What follows belongs to an exercise in optimizing a design on an open flow for a short achievable clock period and few clock cycles; a production flow would make more cautious choices. The RTL was checked by simulation tests, not by an equivalence proof against the original design. Power figures rest on the tool's default switching activity, not on a simulated workload.

==> flow/design.v <==
module SingleCycleControl(Reg2Loc, ALUSrc, MemToReg, RegWrite, MemRead, MemWrite, Branch, Uncondbranch, ALUOp, Opcode);
   input [10:0] Opcode;
   output 	Reg2Loc;
   output 	ALUSrc;
   output 	MemToReg;
   output 	RegWrite;
   output 	MemRead;
   output 	MemWrite;
   output 	Branch;
   output 	Uncondbranch;
   output [1:0] ALUOp;
   reg 		Reg2Loc, ALUSrc, MemToReg, RegWrite, MemRead, MemWrite, Branch, Uncondbranch;
   reg [1:0] 	ALUOp;
   always @ (*) begin
     casez(Opcode)
       11'b11111000010: begin
         Reg2Loc = 1'b0;
         Uncondbranch = 1'b0;
         Branch = 1'b0;
         MemRead = 1'b1;
         MemToReg = 1'b1;
         MemWrite = 1'b0;
         ALUSrc = 1'b1;
         RegWrite = 1'b1;
         ALUOp = 2'b00;
       end
       11'b11111000000: begin
         Reg2Loc = 1'b1;
         Uncondbranch = 1'b0;
         Branch = 1'b0;
         MemRead = 1'b0;
         MemToReg = 1'b0;
         MemWrite = 1'b1;
         ALUSrc = 1'b1;
         RegWrite = 1'b0;
         ALUOp = 2'b00;
       end
       11'b10001011000: begin
         Reg2Loc = 1'b0;
         Uncondbranch = 1'b0;
         Branch = 1'b0;
         MemRead = 1'b0;
         MemToReg = 1'b0;
         MemWrite = 1'b0;
         ALUSrc = 1'b0;
         RegWrite = 1'b1;
         ALUOp = 2'b10;
       end
       11'b11001011000: begin
         Reg2Loc = 1'b0;
         Uncondbranch = 1'b0;
         Branch = 1'b0;
         MemRead = 1'b0;
         MemToReg = 1'b0;
         MemWrite = 1'b0;
         ALUSrc = 1'b0;
         RegWrite = 1'b1;
         ALUOp = 2'b10;
       end
       11'b10001010000: begin
         Reg2Loc = 1'b0;
         Uncondbranch = 1'b0;
         Branch = 1'b0;
         MemRead = 1'b0;
         MemToReg = 1'b0;
         MemWrite = 1'b0;
         ALUSrc = 1'b0;
         RegWrite = 1'b1;
         ALUOp = 2'b10;
       end
       11'b10101010000: begin
         Reg2Loc = 1'b0;
         Uncondbranch = 1'b0;
         Branch = 1'b0;
         MemRead = 1'b0;
         MemToReg = 1'b0;
         MemWrite = 1'b0;
         ALUSrc = 1'b0;
         RegWrite = 1'b1;
         ALUOp = 2'b10;
       end
       11'b10110100???: begin
         Reg2Loc = 1'b1;
         Uncondbranch = 1'b0;
         Branch = 1'b1;
         MemRead = 1'b0;
         MemToReg = 1'b0;
         MemWrite = 1'b0;
         ALUSrc = 1'b0;
         RegWrite = 1'b0;
         ALUOp = 2'b01;
       end
       11'b000101?????: begin
         Reg2Loc = 1'b0;
         Uncondbranch = 1'b1;
         Branch = 1'b0;
         MemRead = 1'b0;
         MemToReg = 1'b0;
         MemWrite = 1'b0;
         ALUSrc = 1'b0;
         RegWrite = 1'b0;
         ALUOp = 2'b01;
       end
        default: begin
           Reg2Loc = 1'b0;
           Uncondbranch = 1'b0;
           ALUSrc = 1'b0;
           MemToReg = 1'b0;
           RegWrite = 1'b0;
           MemRead = 1'b0;
           MemWrite = 1'b0;
           Branch = 1'b0;
           ALUOp = 2'b00;
        end
      endcase
   end
endmodule
`timescale 1ns / 1ps
module ALUControl(ALUCtrl, ALUop, Opcode); 
  input [1:0] ALUop; 
  input [10:0] Opcode; 
  output reg [3:0] ALUCtrl; 
  always @(*) begin  
    ALUCtrl = 4'b0010;
    case(ALUop)
      2'b00: begin  
        ALUCtrl = 4'b0010;
      end
      2'b01: begin  
        ALUCtrl = 4'b0111;
      end
      2'b10: begin  
        if(Opcode == 11'b10001011000)
          ALUCtrl = 4'b0010;
        else if(Opcode == 11'b11001011000)
          ALUCtrl = 4'b0110;
        else if(Opcode == 11'b10001010000)
          ALUCtrl = 4'b0000;
        else if(Opcode == 11'b10101010000)
          ALUCtrl = 4'b0001;
      end
      default: ;
    endcase
  end
endmodule
`timescale 1ns / 1ps
module ALU(BusW, Zero, BusA, BusB, ALUCtrl);
  output  [63:0] BusW;
  input   [63:0] BusA, BusB;
  input   [3:0] ALUCtrl;
  output reg  Zero;
  reg     [63:0] BusW;
  always @(*) begin
    case(ALUCtrl)
      4'b0000: begin
        BusW = (BusA & BusB);
      end
      4'b0001: begin
        BusW = (BusA | BusB);
      end
      4'b0010: begin
        BusW = (BusA + BusB);
      end
      4'b0110: begin
        BusW = (BusA - BusB);
      end
      4'b0111: begin
        BusW = BusB;
      end
      default: begin
        BusW = 64'd0;
      end
    endcase
  end
  always@(*)
    begin
      if(BusW == 0)
        Zero = 1;
      else
        Zero = 0;
    end
endmodule
`timescale 1ns / 1ps
module NextPClogic(NextPC, CurrentPC, SignExtImm64, Branch, ALUZero, UCbranch); 
  input [63:0] CurrentPC, SignExtImm64; 
  input Branch, ALUZero, UCbranch; 
  output reg [63:0] NextPC;
  reg [63:0]SignExtImm64SL;
  always @ (*) begin
    SignExtImm64SL = SignExtImm64 << 2;
  	if(UCbranch)
  		NextPC = CurrentPC + SignExtImm64SL;
    else if(Branch && ALUZero)
    	NextPC = CurrentPC + SignExtImm64SL;
    else 
    	NextPC = CurrentPC + 4;
  end
endmodule
`timescale 1ns / 1ps
module SignExtender(BusImm, Imm32); 
  output reg [63:0] BusImm; 
  input [31:0] Imm32; 
  always @(*) begin
    if (Imm32[31:26] == 6'b000101)
      BusImm = {{38{Imm32[25]}}, Imm32[25:0]};
    else if (Imm32[31:24] == 8'b10110100)
      BusImm = {{45{Imm32[23]}}, Imm32[23:5]};
    else
      BusImm = {{55{Imm32[20]}}, Imm32[20:12]};
  end
endmodule
`timescale 1ns / 1ps
module RegisterFile(BusA, BusB, BusW, RA, RB, RW, RegWr, Clk);
  output [63:0] BusA;
  output [63:0] BusB;
  input [63:0] BusW;
  input [4:0]RW;
  input [4:0]RA;
  input [4:0]RB;
  input RegWr;
  input Clk;
  reg [63:0] registers [30:0];
  assign BusA = (RA == 5'd31) ? 64'd0 : registers[RA];
  assign BusB = (RB == 5'd31) ? 64'd0 : registers[RB];
  always@(posedge Clk) 
    begin
      if(RegWr) 
        if(RW != 5'd31) 
          registers[RW] <= BusW;
    end
endmodule
module SingleCycleProc(CLK, Reset_L, startPC, currentPC, instruction, dMemAddr, dMemWriteData, dMemWrite, dMemOut);
   input CLK;
   input Reset_L;
   input [63:0] startPC;
   output [63:0] currentPC;
   input [31:0] instruction;    
   output [63:0] dMemAddr;      
   output [63:0] dMemWriteData;
   output 	 dMemWrite;
   input [63:0]  dMemOut;       
   wire [63:0] 	 nextPC;
   reg [63:0] 	 currentPC;
   wire [31:0] 	 currentInstruction;
   wire [10:0] 	 opcode;
   wire [4:0] 	 rm,rn,rd;
   wire [5:0] 	 shamt;
   assign currentInstruction = instruction;
   assign {opcode, rm, shamt, rn, rd} = currentInstruction;
   wire [63:0] 	 busA, busB, busW;  
   wire [4:0] 	 rB;  
   wire 	 Reg2Loc, ALUSrc, MemToReg, RegWrite, MemRead, MemWrite, Branch, Uncondbranch;
   wire [1:0] 	 ALUOp;
   wire [3:0] 	 ALUCtrl;
   wire [63:0] 	 signExtImm64;
   wire [63:0] ALUImmRegChoice;
   wire [63:0] 	 ALUResult;
   wire 	 ALUZero;
   NextPClogic next(nextPC, currentPC, signExtImm64, Branch, ALUZero, Uncondbranch);
   always @ (posedge CLK) begin
      if(~Reset_L)
	      currentPC <= startPC;
      else
	      currentPC <= nextPC;
   end
   SingleCycleControl control(Reg2Loc, ALUSrc, MemToReg, RegWrite, MemRead, MemWrite, Branch, Uncondbranch, ALUOp, opcode);
   assign rB = Reg2Loc ? rd : rm;
   RegisterFile registers(busA, busB, busW, rn, rB, rd, RegWrite & Reset_L, CLK);
   SignExtender sgnext(signExtImm64, currentInstruction);
   ALUControl ALUCont(ALUCtrl, ALUOp, opcode);
   assign ALUImmRegChoice = ALUSrc ? signExtImm64 : busB;
   ALU mainALU(ALUResult, ALUZero, busA, ALUImmRegChoice, ALUCtrl);
   assign dMemAddr = ALUResult;
   assign dMemWriteData = busB;
   assign dMemWrite = MemWrite & Reset_L;
   assign busW = MemToReg ? dMemOut : ALUResult;
endmodule
==> flow/run.sh <==
#!/bin/bash
# synth_recipe.tcl (not shown) runs the flow's synth.tcl, then flattens the netlist and writes it again
# the make line also repeats each setting of config.mk as NAME=value (left out here)
make -C /OpenROAD-flow-scripts/flow DESIGN_CONFIG=/design/flow/config.mk WORK_HOME=/design/flow/orfs CLKGATE_MAP_FILE= SYNTH_SCRIPT=/design/flow/synth_recipe.tcl finish
==> flow/config.mk <==
export PLATFORM = sky130hd
export DESIGN_NAME = SingleCycleProc
export DESIGN_NICKNAME = SingleCycleProc
export VERILOG_FILES = /design/flow/design.v
export SDC_FILE = /design/flow/constraint.sdc
export NUM_CORES = 4
export LEC_CHECK = 0
export CAP_MARGIN = 20
export CORE_MARGIN = 2
export CORE_UTILIZATION = 35
export PLACE_DENSITY = 0.5
export SETUP_SLACK_MARGIN = 1.0
export SLEW_MARGIN = 20
==> flow/constraint.sdc <==
create_clock -name core_clock -period 17.0 [get_ports {CLK}]
set_input_delay 3.4000 -clock core_clock [delete_from_list [all_inputs] [get_ports {CLK}]]
set_output_delay 3.4000 -clock core_clock [all_outputs]
set_load 0.01 [all_outputs]
==> flow_summary.toml <==
[sta]
slew_violations = 0
finalCritPeriodShare_pct = 93.4
hold_viol = 0
finalSetupViolations = 0
tightest_slew_ns = 1.35
fmax_ghz = 0.0629
fin_skew_ns = 0.127
relSlewSlack_pct = 9.54
tns_ns = 0
finalCriticalPeriod_ns = 15.89
rsz0062_at_grt = "true"

[power]
powerDensity_nw_per_um2 = 115
p_leak_nw = 46.9
vdd_drop_max_mv = 0.0921

[floorplanning]
initial_utilization_pct = 35.1
ioPinCount = 355
die-height_um = 576
rows = 210
dieArea_um2 = 332000
die_x_um = 576
core_area_um2 = 327000

[worst_hold_path]
holdPathStages = 2
worst_hold_path.endpoint = "currentPC[30]"
hold_path.startpoint = "currentPC[30]"
hp-class = "flop to flop"

[yosys]
seq_area_frac_synth_pct = 53.1
syn_nets = 9707
async_flop_share_pct = 0
synth_cells = 9410
ys_seq_elements = 2048
yosysWarnings = 7
synth_edf_count = 1986
yosysUniqueCellTypes = 118
synthFlopType = "edfxtp_1"
syn_avg_cell_area_um2 = 12.2
syn_area_um2 = 115000

[critical_path]
critical_path_class = "input port to output pin"
path_max_fanout = 60
rrSetupSlack_ns = 6.90
r2r-start = "registers.registers[28][1]"
cp_slowest_cell = "or4_4"
crit_required_ns = 13.60
reg2reg_depth = 42
r2r_end = "currentPC[43]"
cp.arrival_ns = 12.49
crit_path_end_kind = "output pin"
max_stage_delay_ns = 0.59
critPathLaunchType = "input port"
cp_common_cell = "buf_4"

[clock_tree]
clkTransAtPathRegs_ns = 0.05
holdBufCountCts = 0
cts_sinks = 2048
max-clock-path-buffers = 4
htreeDepth = 4
root_buffer = "clkbuf_16"
cts_tree = "built"
numCtsBuffers = 227
insertion_delay_ns = 0.97

[detailed_routing]
viasPerCell = 6.72
firstDrtPassIters = 8
wl_per_cell_um = 40.6
routed_wl_mm = 593
vias = 98300
drt_drc_violations_left = 0
antenna_left = 0
drt_iter0_markers = 17400

[place]
dpl.hpwl_mm = 391
io_buffers = 354
gp_congestion = 0.975
dp_cells = 14100

[cells_and_area]
multi_input_area_um2 = 51200
regArea_um2 = 60900
nNetsFinal = 10400
areaGrowthSynthToFinish_pct = 18.7
drive_gt1_share_pct = 20.3
fillers = 30300
layout.cells.non_filler = 14600
layout.core_utilization_pct = 41.6

[global_route]
grt_max_degree = 114
overflow = 0
track_usage_pct = 34.5
antenna_found_initial = 78
grt_pass1_wl_mm = 792
grt_pass1_vias = 92100

[flow_run]
max_cap_viol_count = 0

[run_status]
status = "finished clean"
worst max-delay path: cells and delay by family:
family | cells | cell delay (ns)
adder cells (fa/ha/maj) | 1 | 0.31
buffers and inverters | 13 | 3.07
AO/OA/AOI/OAI | 14 | 2.86
AND/OR/NAND/NOR | 10 | 2.60
XOR/XNOR | 1 | 0.17
timing repair:
item,4_1_cts,5_1_grt
gates resized for setup,31,108
buffers inserted,13,35
endpoints found under the setup margin,20,17
cloned,4,4
pin swaps,14,30
synthesized netlist by cell type (165+ instances only):
| master | instances | area (um^2) |
|---|---|---|
| edfxtp_1 | 1986 | 59600 |
| nand2_1 | 1082 | 4060 |
| mux4_2 | 597 | 13400 |
| nor2_1 | 578 | 2170 |
| o21ai_0 | 549 | 2750 |
| nand3_1 | 447 | 2240 |
| clkbuf_1 | 413 | 1550 |
| a21oi_1 | 409 | 2050 |
| mux2i_1 | 369 | 3690 |
| a211oi_1 | 295 | 2210 |
| and3_1 | 216 | 1350 |
| buf_2 | 165 | 826 |
power breakdown:
group / total [mW] / switching (mW) / internal, mW
Clock: 5.12 / 2.18 / 2.95
Combinational: 4.14 / 2.89 / 1.25
Sequential: 6.40 / 0.0298 / 6.37
Total: 15.7 / 5.10 / 10.6
kinds of logic after synthesis:
kind of cell             after synthesis  synth area share (%)
adder cells (fa/ha/maj)              142                  1.55
AND/OR/NAND/NOR                     2814                  11.3
multiplexers                         996                  15.3
XOR/XNOR                             220                  1.68
buffers and inverters                848                  3.28
AO/OA/AOI/OAI                       2342                  13.7
flip-flops                          2048                  53.1
final cells by class:
type / count / share of cell area (%)
well taps: 4346 / 4.00
multi-input cells: 6516 / 37.7
inverters: 94 / 0.264
diodes: 27 / 0.0497
clock inverters: 145 / 1.19
clock buffers: 275 / 4.33
repair buffers: 1172 / 7.69
flip-flops and latches: 2048 / 44.8
stage by stage:
step	worst slack (ns)	total power, mW	hold WS (ns)	area (um^2)
3_3_place_gp	-0.244	10.4	0.651	127000
5_1_grt	0.892	16.0	0.717	136000
3_5_place_dp	0.0445	10.5	0.662	127000
2_1_floorplan	2.39	8.31	0.610	115000
4_1_cts	0.728	15.5	0.675	135000
6_report	1.11	15.7	0.675	136000
how the worst max path moves through the flow:
stage                          startpoint      endpoint  slack (ns)  cells past startpoint
after floorplan           instruction[24]  dMemAddr[63]        2.39                     42
after global placement    instruction[22]  dMemAddr[63]       -0.24                     42
after detailed placement  instruction[22]  dMemAddr[63]        0.04                     39
after CTS                 instruction[23]  dMemAddr[63]        0.73                     45
after global routing      instruction[24]  dMemAddr[58]        0.89                     38
final                     instruction[24]  dMemAddr[58]        1.11                     39
state kept, by name, indices dropped and copies added (netlist names):
name,count
currentPC,64
registers.registers,1984
per-layer routing:
metal  vias to the layer above  track usage (%)  wire length (um)  share of wire, %
li1                      38500                -                 -                 -
met5                         -            0.100               365             0.062
met4                        52             17.5             35300               5.9
met3                      1577             12.3             85100                14
met1                     50200             45.1            222000                37
met2                      7928             50.5            251000                42
cells in the final DEF, fill, tap and decap left out, types with 80 or more instances in the layout:
cell / Yosys / routed
mux2i_1: 369 / 359
edfxtp_1: 1986 / 1986
mux4_2: 597 / 597
ha_1: 133 / 132
o21ai_0: 549 / 535
nand3_1: 447 / 443
xnor2_1: 140 / 139
a211oi_1: 295 / 286
nor2_1: 578 / 499
a22oi_1: 127 / 125
nand2_1: 1082 / 1075
nand2b_1: 82 / 82
xor2_1: 80 / 80
a31oi_1: 138 / 131
buf_4: 57 / 747
a21oi_1: 409 / 384
inv_1: 89 / 88
and3_1: 216 / 212
clkbuf_16: 0 / 232
clkdlybuf4s50_1: 0 / 334
Testbench counts, summed over its fixed seeds: cycles 51,124.

## static timing again, ports no longer ideal
The flow's constraints put no driver on any port. The routed layout listed below was extracted and timed again, unchanged, in two steps.
Step 1 assumes that a clkbuf_16 drives the clock port and a buf_2 every other input.
Step 2 adds t to the input delays and takes it off the output delays; t is the mean of the earliest and latest rising clock arrival at the registers after step 1. Input paths then give back, and output paths get back, about the clock's delay inside the block.
Slacks: no drivers / after step 1 / after step 2; pairs: no drivers / after step 1.
shift t [ns]: 1.017
setup slack, ns: 1.114 / 1.092 / 1.092
cell pins on the clock port's net: 1
After both steps this run still meets setup and hold. For this run, drivers alone change the setup slack by -0.022 ns; drivers and shift together by -0.022 ns.
